Context: an optimization exercise on an open-source flow, tuned for small area. The choices shown serve that exercise and are no tape-out recipe.
At most, simulation tests tie the RTL to the original design; equivalence was not proved.
No driver is modelled on the clock port, so clocking that relies on it looks cheaper here than on a real chip.
No activity file was given, so power comes from the tool's default toggle rates.

indigo:
Design top, start of the top module:
module top(	input [1:0]op,
		input [1:0]register,
		input [7:0]data,
		input clk,
		input go,
		input prog,
		input load,
		output reg [7:0]q);
==> flow/config.mk <==
export PLATFORM = sky130hd
export DESIGN_NAME = top
export DESIGN_NICKNAME = top
export VERILOG_FILES = /design/flow/design.v
export SDC_FILE = /design/flow/constraint.sdc
export NUM_CORES = 4
export LEC_CHECK = 0
export CAP_MARGIN = 0
export CORE_MARGIN = 2
export CORE_UTILIZATION = 40
export GPL_TIMING_DRIVEN = 0
export SLEW_MARGIN = 0
==> flow/constraint.sdc <==
create_clock -name core_clock -period 5.0 [get_ports {clk}]
set_input_delay 1.0000 -clock core_clock [delete_from_list [all_inputs] [get_ports {clk}]]
set_output_delay 1.0000 -clock core_clock [all_outputs]
set_load 0.01 [all_outputs]
standard.sh (not shown) runs the stock make flow with config.mk's settings and CLKGATE_MAP_FILE= SYNTH_SCRIPT=/design/flow/synth_recipe.tcl, a recipe that flattens the netlist after the stock synthesis.
==> flow/flow/run.sh <==
#!/bin/bash
# Standard synthesis and layout (standard.sh), with these layout choices changed:
#  - synthesis buffers are removed before global placement (pre_gpl.tcl);
#  - port buffers are buf_1 cells (the resizer may still upsize them);
#  - clock tree synthesis uses clkbuf_8 cells and inserts no dummy loads;
#  - after clock tree synthesis, cells are sized down where slack allows
#    (post_cts.tcl).
set -euo pipefail
F="$(pwd)/flow"
bash standard.sh synth > synth.log 2>&1
bash standard.sh finish \
  "PRE_GLOBAL_PLACE_TCL=$F/pre_gpl.tcl" \
  "POST_CTS_TCL=$F/post_cts.tcl" \
  "BUFFER_PORTS_ARGS=-buffer_cell sky130_fd_sc_hd__buf_1" \
  "CTS_ARGS=-sink_clustering_enable -repair_clock_nets -dont_use_dummy_load -buf_list sky130_fd_sc_hd__clkbuf_8" \
  > layout.log 2>&1
==> flow/flow/post_cts.tcl <==
# After clock tree synthesis and its timing repair: size cells down where the
# setup slack allows, keeping 50 ps of margin, then legalize again.
repair_timing -recover_power 100 -setup_margin 0.05 -verbose
detailed_placement
check_placement -verbose
==> flow/flow/pre_gpl.tcl <==
# Before global placement: drop the buffers synthesis inserted. Port buffers
# are added right after this by the standard global_place.tcl (buffer_ports),
# and repair_design re-buffers any net that needs it.
remove_buffers
The following lists how willow was set up differently from indigo:
diff --git a/flow/flow/run.sh b/flow/flow/run.sh
--- a/flow/flow/run.sh
+++ b/flow/flow/run.sh
@@ -5,5 +5,5 @@
 #  - clock tree synthesis uses clkbuf_8 cells and inserts no dummy loads;
 #  - after clock tree synthesis, cells are sized down where slack allows
-#    (post_cts.tcl).
+#    (post_cts.tcl), and again after global routing (RECOVER_POWER).
 set -euo pipefail
 F="$(pwd)/flow"
@@ -12,4 +12,5 @@
   "PRE_GLOBAL_PLACE_TCL=$F/pre_gpl.tcl" \
   "POST_CTS_TCL=$F/post_cts.tcl" \
+  "RECOVER_POWER=100" \
   "BUFFER_PORTS_ARGS=-buffer_cell sky130_fd_sc_hd__buf_1" \
   "CTS_ARGS=-sink_clustering_enable -repair_clock_nets -dont_use_dummy_load -buf_list sky130_fd_sc_hd__clkbuf_8" \
Findings:
[willow] flow finished | final checks: failed | reasons: capacitance limit, slew limit
In willow the fraction of final layout cells with drive strength greater than 1 turned out 3.2 points lower than in indigo.
Lower minimum setup slack in the final design goes to willow over indigo.
Comparing willow and indigo, the lower final non-filler cell area was measured on willow.
Diff willow and indigo: sequential share of layout area lower in indigo
The run with more routed wire is indigo, not willow.
The inputs of cedar differ from those of willow as listed below.
==> flow/flow/run.sh <==
#!/bin/bash
# Standard synthesis and layout (standard.sh), with two layout choices changed:
#  - port buffers are buf_1 cells (the resizer may still upsize them);
#  - clock tree synthesis uses clkbuf_8 cells and inserts no dummy loads.
set -euo pipefail
bash standard.sh synth > synth.log 2>&1
bash standard.sh finish \
  "BUFFER_PORTS_ARGS=-buffer_cell sky130_fd_sc_hd__buf_1" \
  "CTS_ARGS=-sink_clustering_enable -repair_clock_nets -dont_use_dummy_load -buf_list sky130_fd_sc_hd__clkbuf_8" \
  > layout.log 2>&1
removed: flow/flow/post_cts.tcl
removed: flow/flow/pre_gpl.tcl
--- outcome ---
- cedar: all stages complete, timing, DRC and antenna checks passed
- cedar against willow: critical path depth went up 1, global routing usage on met3 down 0.57 points, worst setup slack went down.
[inputs] pepper vs cedar
Settings: a change of SLEW_MARGIN from 0 to 20; a change of CAP_MARGIN from 0 to 20.
Findings:
Against cedar, pepper comes in 4 higher on cell count.
cedar and pepper ended up with roughly the same power.
Between pepper and cedar, the final worst hold slack figures differ only marginally.
When pepper is measured against cedar, its global routing usage on met3 turns out 0.38 points higher.
Diff cedar -> pepper: fraction of standard cell area that is sequential now smaller; clock group total power comparable; total wire length after detailed routing now larger; placed instance area now larger.
Summary — setup slack after layout, pepper relative to cedar: higher, by 55 ps.

Setup of onyx:
top, a different RTL version from the one above (not shown whole).
Size in the first run: about 230 cells after synthesis, ~63 flip-flops, roughly 3000 µm² of cells after synthesis.
clock: 5.0 ns
lec_check: 0
cap_margin: 20
core_margin: 2
core_utilization: 40
slew_margin: 20
run.sh (not shown) runs the stock make flow with config.mk's settings and CLKGATE_MAP_FILE= SYNTH_SCRIPT=/design/flow/synth_recipe.tcl, a recipe that flattens the netlist after the stock synthesis.
Stock flow here: none of the scripts above is used.
onyx went all the way through synthesis, placement and routing and the layout is clean on timing, DRC and antenna.
The inputs of raven differ from those of onyx as listed below.
- GPL_TIMING_DRIVEN now 0, previously not set
==> flow/flow/run.sh (new file) <==
#!/bin/bash
# Standard synthesis and layout (standard.sh), with two layout choices changed:
#  - port buffers are buf_1 cells (the resizer may still upsize them);
#  - clock tree synthesis uses clkbuf_4 cells and inserts no dummy loads.
set -euo pipefail
bash standard.sh synth > synth.log 2>&1
bash standard.sh finish \
  "BUFFER_PORTS_ARGS=-buffer_cell sky130_fd_sc_hd__buf_1" \
  "CTS_ARGS=-sink_clustering_enable -repair_clock_nets -dont_use_dummy_load -buf_list sky130_fd_sc_hd__clkbuf_8 -sink_clustering_size 32 -sink_clustering_max_diameter 150" \
  > layout.log 2>&1
==> flow/standard.sh (new file) <==
#!/bin/bash
# synth_recipe.tcl (not shown) runs the flow's synth.tcl, then flattens the netlist and writes it again
# the make line also repeats each setting of config.mk as NAME=value (left out here)
make -C /OpenROAD-flow-scripts/flow DESIGN_CONFIG=/design/flow/config.mk WORK_HOME=/design/flow/orfs CLKGATE_MAP_FILE= SYNTH_SCRIPT=/design/flow/synth_recipe.tcl "${@:-finish}"
removed: flow/run.sh
==> run notes <==
[compare] base=onyx new=raven: clock network contribution to total cell area decreased by 2.7 points relative to the old numbers; worst path buffer plus inverter count increased by 1 relative to the old numbers; count of placed standard cells including taps closely matched the old numbers.
#### Input delta (tundra over raven)
- CORE_UTILIZATION changed from 40 to 60
==> flow/run.sh (new file) <==
#!/bin/bash
# synth_recipe.tcl (not shown) runs the flow's synth.tcl, then flattens the netlist and writes it again
# the make line also repeats each setting of config.mk as NAME=value (left out here)
make -C /OpenROAD-flow-scripts/flow DESIGN_CONFIG=/design/flow/config.mk WORK_HOME=/design/flow/orfs CLKGATE_MAP_FILE= SYNTH_SCRIPT=/design/flow/synth_recipe.tcl finish
removed: flow/flow/run.sh
removed: flow/standard.sh
--- outcome ---
Diff raven -> tundra | clock power | increase of 52%
tundra: internal power is about 17% higher than what raven reported.
Maximum achievable frequency of raven is on par with tundra.
diff inputs: tundra => maple
- CORE_UTILIZATION: 60 -> 40
- CTS_CLUSTER_SIZE: unset -> 30
- CTS_BUF_LIST: unset -> sky130_fd_sc_hd__clkbuf_4
- CTS_CLUSTER_DIAMETER: unset -> 100
Results
- Compared maple vs tundra, and detailed-routing wirelength on met1 is up in maple.
- Any difference in sequential share of layout area between maple and tundra is small enough to ignore.
- tundra and maple ended up with roughly the same logic depth of the worst setup path including buffers.
#### Input delta (sierra over maple)
- CTS_BUF_LIST no longer set, was sky130_fd_sc_hd__clkbuf_4
- CTS_CLUSTER_DIAMETER no longer set, was 100
- CTS_CLUSTER_SIZE no longer set, was 30
==> flow/flow/run.sh (new file) <==
#!/bin/bash
# Standard synthesis and layout (standard.sh), with two layout choices changed:
#  - port buffers are buf_1 cells (the resizer may still upsize them);
#  - clock tree synthesis uses clkbuf_4 cells and inserts no dummy loads.
set -euo pipefail
bash standard.sh synth > synth.log 2>&1
bash standard.sh finish \
  "BUFFER_PORTS_ARGS=-buffer_cell sky130_fd_sc_hd__buf_1" \
  "CTS_ARGS=-sink_clustering_enable -repair_clock_nets -dont_use_dummy_load -buf_list sky130_fd_sc_hd__clkbuf_4" \
  > layout.log 2>&1
==> flow/standard.sh (new file) <==
#!/bin/bash
# synth_recipe.tcl (not shown) runs the flow's synth.tcl, then flattens the netlist and writes it again
# the make line also repeats each setting of config.mk as NAME=value (left out here)
make -C /OpenROAD-flow-scripts/flow DESIGN_CONFIG=/design/flow/config.mk WORK_HOME=/design/flow/orfs CLKGATE_MAP_FILE= SYNTH_SCRIPT=/design/flow/synth_recipe.tcl "${@:-finish}"
removed: flow/run.sh
--- outcome ---
Re global-route track usage on met2: maple was lower than sierra.
Across both runs, part of the power in the clock network was lower for sierra than for maple.
| wire length on met1 | lower: maple |
Sequential share of cell area (higher): sierra
There was hardly any difference in smallest hold slack between maple and sierra.
Met3 wire length: sierra vs maple up 60 µm
Per the comparison of sierra with maple, total placed instance area lower; clock period minus worst slack higher.
sierra vs maple — leakage power figure dropped by a little under 10%
Of sierra and maple, the lower number of clock buffer instances in the layout belongs to sierra.
Function was not checked in any run of this note: the RTL went through the layout flow alone.

separate check: timing with driven ports:
How much do the figures lean on ideal ports? The routed layouts below were timed once more, with nothing changed but the port constraints. Step 1, drivers: a clkbuf_16 drives clk and a buf_2 each remaining input, both assumed. Step 2, shift: input delay + t, output delay - t, t = (earliest + latest rising clock arrival at the registers) / 2. This alone moves slack from input paths to output paths. a / b / c = ideal / step 1 / step 2; a / b = the first two.
run	shift t [ns]	slack for setup (ns)	worst setup path at the end	worst slew at a driven data input, ns	pins driven straight from the clock port
indigo	0.327	0.225 / 0.222 / -0.105	input to register	0.04	1
willow	0.324	0.218 / 0.214 / -0.110	input to register	0.04	1
cedar	0.329	0.186 / 0.183 / -0.146	input to register	0.04	1
pepper	0.326	0.241 / 0.246 / -0.079	input to register	0.03	1
onyx	0.366	0.252 / 0.252 / 0.252	register to register	0.03	1
raven	0.349	0.172 / 0.172 / 0.172	register to register	0.03	1
tundra	0.370	0.179 / 0.179 / 0.179	register to register	0.04	1
maple	0.416	0.183 / 0.183 / 0.183	register to register	0.04	1
sierra	0.408	0.126 / 0.126 / 0.126	register to register	0.03	1
For cedar, which loses most, drivers alone change the setup slack by -0.003 ns; drivers and shift together by -0.332 ns.
